Source: an optimization exercise on an open RTL-to-GDS flow (aim: a short achievable clock period and few clock cycles per item). Production flows keep margins and buffers that such runs may drop. Only simulation tests tie the RTL to the original design; equivalence was not proved. No driver is modelled on the clock port, so clocking that relies on it looks cheaper here than on a real chip. No activity file was given, so power comes from the tool's default toggle rates.

== run 1 ==
Design hart, start of the top module:
module hart #(
    parameter RESET_ADDR = 32'h00000000
) (
    input  wire        i_clk,
    input  wire        i_rst,
    output wire [31:0] o_imem_raddr,
    input  wire [31:0] i_imem_rdata,
    output wire [31:0] o_dmem_addr,
    output wire        o_dmem_ren,
    output wire        o_dmem_wen,
    output wire [31:0] o_dmem_wdata,
    output wire [ 3:0] o_dmem_mask,
    input  wire [31:0] i_dmem_rdata,
    output wire        o_retire_valid,
    output wire [31:0] o_retire_inst,
    output wire        o_retire_trap,
    output wire        o_retire_halt,
    output wire [ 4:0] o_retire_rs1_raddr,
    output wire [ 4:0] o_retire_rs2_raddr,
    output wire [31:0] o_retire_rs1_rdata,
    output wire [31:0] o_retire_rs2_rdata,
    output wire [ 4:0] o_retire_rd_waddr,
    output wire [31:0] o_retire_rd_wdata,
    output wire [31:0] o_retire_pc,
    output wire [31:0] o_retire_next_pc
);
==> flow/config.mk <==
export PLATFORM = sky130hd
export DESIGN_NAME = hart
export DESIGN_NICKNAME = hart
export VERILOG_FILES = /design/flow/design.v
export SDC_FILE = /design/flow/constraint.sdc
export NUM_CORES = 8
export LEC_CHECK = 0
export CAP_MARGIN = 20
export CORE_MARGIN = 2
export CORE_UTILIZATION = 45
export SLEW_MARGIN = 20
==> flow/constraint.sdc <==
create_clock -name core_clock -period 11.5 [get_ports {i_clk}]
set_input_delay 2.3000 -clock core_clock [delete_from_list [all_inputs] [get_ports {i_clk}]]
set_output_delay 2.3000 -clock core_clock [all_outputs]
set_load 0.01 [all_outputs]
standard.sh (not shown) runs the stock make flow with config.mk's settings and CLKGATE_MAP_FILE= SYNTH_SCRIPT=/design/flow/synth_recipe.tcl, a recipe that flattens the netlist after the stock synthesis.
==> flow/flow/run.sh <==
#!/bin/bash
set -euo pipefail
K=(SETUP_SLACK_MARGIN=7.8 MATCH_CELL_FOOTPRINT=0
   'BUFFER_PORTS_ARGS=-buffer_cell sky130_fd_sc_hd__buf_8')
R=orfs/results/sky130hd/hart/base
L=orfs/logs/sky130hd/hart/base
bash standard.sh "${K[@]}" grt > standard_flow_grt1.log 2>&1
cp $L/5_1_grt.log grt_round1.log
for n in 2 3; do
  # the repaired, globally routed design becomes the input of another round
  cp $R/5_1_grt.odb $R/4_cts.odb
  cp $R/5_1_grt.sdc $R/4_cts.sdc
  bash standard.sh "${K[@]}" do-5_1_grt > standard_flow_grt$n.log 2>&1
  cp $L/5_1_grt.log grt_round$n.log
done
bash standard.sh "${K[@]}" finish > standard_flow_finish.log 2>&1
Testbench counts of run 1, summed over its fixed seeds: cycles 67,756, instructions 60,455.
#### Input delta (run 2 over run 1)
==> flow/flow/run.sh <==
#!/bin/bash
set -euo pipefail
K=(SETUP_SLACK_MARGIN=8 MATCH_CELL_FOOTPRINT=0
   'BUFFER_PORTS_ARGS=-buffer_cell sky130_fd_sc_hd__buf_8')
R=orfs/results/sky130hd/hart/base
L=orfs/logs/sky130hd/hart/base
bash standard.sh "${K[@]}" grt > standard_flow_grt1.log 2>&1
cp $L/5_1_grt.log grt_round1.log
# the repaired, globally routed design becomes the input of a second round
cp $R/5_1_grt.odb $R/4_cts.odb
cp $R/5_1_grt.sdc $R/4_cts.sdc
bash standard.sh "${K[@]}" do-5_1_grt > standard_flow_grt2.log 2>&1
bash standard.sh "${K[@]}" finish > standard_flow_finish.log 2>&1
## What came out
Run 2 did not stop at any stage, and its layout met the timing, DRC and antenna checks.
Run 1: full flow OK, the timing, DRC and antenna checks passed
Filler cell count went down slightly going from run 1 to run 2.
Compared with run 1, run 2 instantiates a larger number of standard cells.
Of run 1 and run 2, run 1 shows the lower total track usage, with run 2 above it.
Measured against each other, run 1 and run 2 differ in total power, the lower figure coming from run 2.
Run 2 vs. run 1: slack of the critical path saw a decrease, total wirelength of the detailed-routed design saw an increase, number of clock-tree buffers in the layout saw a decrease, upper clock frequency limit saw a decrease.
#### Input delta (run 3 over run 2)
==> flow/flow/run.sh <==
#!/bin/bash
set -euo pipefail
K=(SETUP_SLACK_MARGIN=8.4 MATCH_CELL_FOOTPRINT=0
   'BUFFER_PORTS_ARGS=-buffer_cell sky130_fd_sc_hd__buf_8')
R=orfs/results/sky130hd/hart/base
L=orfs/logs/sky130hd/hart/base
bash standard.sh "${K[@]}" grt > standard_flow_grt1.log 2>&1
cp $L/5_1_grt.log grt_round1.log
for n in 2 3; do
  # the repaired, globally routed design becomes the input of another round
  cp $R/5_1_grt.odb $R/4_cts.odb
  cp $R/5_1_grt.sdc $R/4_cts.sdc
  bash standard.sh "${K[@]}" do-5_1_grt > standard_flow_grt$n.log 2>&1
  cp $L/5_1_grt.log grt_round$n.log
done
bash standard.sh "${K[@]}" finish > standard_flow_finish.log 2>&1
Notes after the runs:
- Run 3: GRT-0232 in global routing (5_1_grt) -> run aborted
- Run 3 vs. run 2: post-placement cell count level, post-CTS resize count moved up, detailed-placement wirelength estimate moved up, XOR/XNOR share of the synthesized area level, worst slack at placement moved down.
- Final weighted congestion in routability-driven placement: run 3 < run 2
- As far as synthesized area goes, run 2 and run 3 are indistinguishable; the numbers are identical.
> inputs changed (run 3 -> run 4)
-- flow/flow/run.sh --
<<< run 3, line 1
#!/bin/bash
set -euo pipefail
K=(SETUP_SLACK_MARGIN=8.4 MATCH_CELL_FOOTPRINT=0
   'BUFFER_PORTS_ARGS=-buffer_cell sky130_fd_sc_hd__buf_8')
R=orfs/results/sky130hd/hart/base
>>> run 4, line 1
#!/bin/bash
set -euo pipefail
K=(SETUP_SLACK_MARGIN=8 MATCH_CELL_FOOTPRINT=0
   'BUFFER_PORTS_ARGS=-buffer_cell sky130_fd_sc_hd__buf_8')
R=orfs/results/sky130hd/hart/base
Findings:
Run 4 reached the final stage; the timing, DRC and antenna checks on its layout passed.
Reported for run 3 and run 4, complex-gate fraction of the synthesized area turned out identical to the last digit.
Diff run 3 -> run 4: buffer depth of the longest clock path saw little to no change; area after synthesis saw little to no change.
On pre-CTS worst setup slack: run 4 sits above run 3.
Delta (run 4 minus run 3): number of resized instances in the post-cts repair step went down 508; starting density of the core about even; last weighted congestion value of the routability-driven placer higher.
The lower HPWL after detailed placement of run 3 and run 4 is in run 4.

* * *

Setup of P:
Starting RTL as in the previous note.
clock: 11.5 ns
lec_check: 0
cap_margin: 20
core_margin: 2
core_utilization: 45
slew_margin: 20
==> flow/flow/run.sh <==
#!/bin/bash
set -euo pipefail
bash standard.sh SETUP_SLACK_MARGIN=8 'BUFFER_PORTS_ARGS=-buffer_cell sky130_fd_sc_hd__buf_8' finish > standard_flow.log 2>&1
P reached the end of the flow, and the finished layout is clean on the timing, DRC and antenna checks.
Testbench counts of P, summed over its fixed seeds: cycles 67,756, instructions 60,455.
The inputs of Q differ from those of P as listed below.
# P
export LEC_CHECK = 0
export CAP_MARGIN = 20
export CORE_MARGIN = 2
export CORE_UTILIZATION = 45
export SLEW_MARGIN = 20
create_clock -name core_clock -period 11.5 [get_ports {i_clk}]
# Q
export LEC_CHECK = 0
export CAP_MARGIN = 20
export CORE_MARGIN = 2
export CORE_UTILIZATION = 40
export SLEW_MARGIN = 20
create_clock -name core_clock -period 11.5 [get_ports {i_clk}]
==> flow/flow/run.sh <==
#!/bin/bash
set -euo pipefail
K=(SETUP_SLACK_MARGIN=8 MATCH_CELL_FOOTPRINT=0
   'BUFFER_PORTS_ARGS=-buffer_cell sky130_fd_sc_hd__buf_8')
R=orfs/results/sky130hd/hart/base
L=orfs/logs/sky130hd/hart/base
bash standard.sh "${K[@]}" grt > standard_flow_grt1.log 2>&1
cp $L/5_1_grt.log grt_round1.log
for n in 2 3; do
  # the repaired, globally routed design becomes the input of another round
  cp $R/5_1_grt.odb $R/4_cts.odb
  cp $R/5_1_grt.sdc $R/4_cts.sdc
  bash standard.sh "${K[@]}" do-5_1_grt > standard_flow_grt$n.log 2>&1
  cp $L/5_1_grt.log grt_round$n.log
done
bash standard.sh "${K[@]}" finish > standard_flow_finish.log 2>&1
[summary]
- Delta (Q minus P): routed length on met2 shows an increase of about 1.6%; via count of the first global-routing pass shows an increase of 2.5%; final core area utilization shows a reduction of 6.9 points.
- Q vs. P: power increased by 0.35% relative to the old numbers, clock-cell share of area increased by 0.19 points relative to the old numbers, stage delay of the slowest cell on the critical path decreased by 0.04 ns relative to the old numbers.
- The final layouts of Q and P pass the timing, DRC and antenna checks.
- Q vs P — headroom to the max-slew limit rose 2.2 points.
- Q: global-route met1 utilization lower than P
- Compared with P, in Q routed wire length went down by 6100 µm; maximum clock rate went up about 1.4%; non-clock buffer count in the final layout grew by 1.9%.
Setup changes, Q to R
# Q
export LEC_CHECK = 0
export CAP_MARGIN = 20
export CORE_MARGIN = 2
export CORE_UTILIZATION = 40
export SLEW_MARGIN = 20
create_clock -name core_clock -period 11.5 [get_ports {i_clk}]
# R
export LEC_CHECK = 0
export CAP_MARGIN = 20
export CORE_MARGIN = 2
export CORE_UTILIZATION = 45
export SLEW_MARGIN = 20
create_clock -name core_clock -period 11.5 [get_ports {i_clk}]
--- a/flow/flow/run.sh
+++ b/flow/flow/run.sh
@@ -2,3 +2,3 @@
 set -euo pipefail
-K=(SETUP_SLACK_MARGIN=8 MATCH_CELL_FOOTPRINT=0
+K=(SETUP_SLACK_MARGIN=7.6 MATCH_CELL_FOOTPRINT=0
    'BUFFER_PORTS_ARGS=-buffer_cell sky130_fd_sc_hd__buf_8')
Findings:
Across both runs, slack of the critical path was higher for R than for Q.
[compare] base=Q new=R: synthesized area about even, cell count after placement fell 3.2%.
When R is measured against Q, its leakage power summed over all cells turns out about 9% lower.
The higher power share of the clock group came out of R.
Both conditions hold for Q: the flow ran to the end and the final layout passed the timing, DRC and antenna checks.
The flow did not stop early for R: all stages ran, and the layout cleared the timing, DRC and antenna checks.
## Diff of input files: S against R
# R
export LEC_CHECK = 0
export CAP_MARGIN = 20
export CORE_MARGIN = 2
export CORE_UTILIZATION = 45
export SLEW_MARGIN = 20
create_clock -name core_clock -period 11.5 [get_ports {i_clk}]
# S
export LEC_CHECK = 0
export CAP_MARGIN = 20
export CORE_MARGIN = 2
export CORE_UTILIZATION = 50
export SLEW_MARGIN = 20
create_clock -name core_clock -period 11.5 [get_ports {i_clk}]
==> flow/flow/run.sh <==
#!/bin/bash
set -euo pipefail
K=(SETUP_SLACK_MARGIN=8 MATCH_CELL_FOOTPRINT=0
   'BUFFER_PORTS_ARGS=-buffer_cell sky130_fd_sc_hd__buf_8')
R=orfs/results/sky130hd/hart/base
L=orfs/logs/sky130hd/hart/base
bash standard.sh "${K[@]}" grt > standard_flow_grt1.log 2>&1
cp $L/5_1_grt.log grt_round1.log
# the repaired, globally routed design becomes the input of a second round
cp $R/5_1_grt.odb $R/4_cts.odb
cp $R/5_1_grt.sdc $R/4_cts.sdc
bash standard.sh "${K[@]}" do-5_1_grt > standard_flow_grt2.log 2>&1
bash standard.sh "${K[@]}" finish > standard_flow_finish.log 2>&1
--- outcome ---
Sequential-cell power consumption: R vs S — no meaningful difference. Row width of the die: S lower / R higher. Relative to R, total global routing track utilization has gone up in S. When the final numbers for R and S were put side by side, the sequential power share turned out to be greater in R. In the tables for R and S, power density relative to cell area reads higher with R. NOTE: first-pass GRT wire length in S exceeds that of R. S vs R, placement row count went down by 4.9%. Note that the core area recorded for R amounts to 1.11 times the value seen in S. The clock buffer count in the final layout of S is lower than that of R.

==> port drivers added, routing unchanged <==
The flow's constraints put no driver on any port. The routed layouts listed below were extracted and timed again, unchanged, in two steps.
Step 1: set_driving_cell puts a clkbuf_16 on i_clk and a buf_2 on each other input, an assumption about the parent block.
Step 2 also shifts input and output timing later by t, the mid clock arrival at the registers, as if the neighbouring blocks saw the same clock.
Three values: no drivers, after step 1, after step 2; two values: the first two.
run	t (ns)	setup slack, ns	worst setup path at the end	clock arrival spread, ns	slew at the worst register clock pin (ns)
run 1	1.041	7.436 / 7.376 / 6.335	input to register	0.095 / 0.096	0.07 / 0.07
run 2	1.064	7.401 / 7.284 / 6.220	input to register	0.100 / 0.100	0.07 / 0.07
run 4	1.063	7.456 / 7.355 / 6.292	input to register	0.101 / 0.102	0.07 / 0.07
P	1.063	7.316 / 7.197 / 6.133	input to register	0.079 / 0.079	0.07 / 0.07
Q	1.032	7.374 / 7.253 / 6.221	input to register	0.109 / 0.108	0.07 / 0.07
R	1.061	7.420 / 7.305 / 6.244	input to register	0.082 / 0.082	0.07 / 0.07
S	1.054	7.365 / 7.265 / 6.210	input to register	0.092 / 0.091	0.07 / 0.07
After both steps setup and hold are still met in every run listed. For P, which loses most, drivers alone change the setup slack by -0.119 ns; drivers and shift together by -1.183 ns.
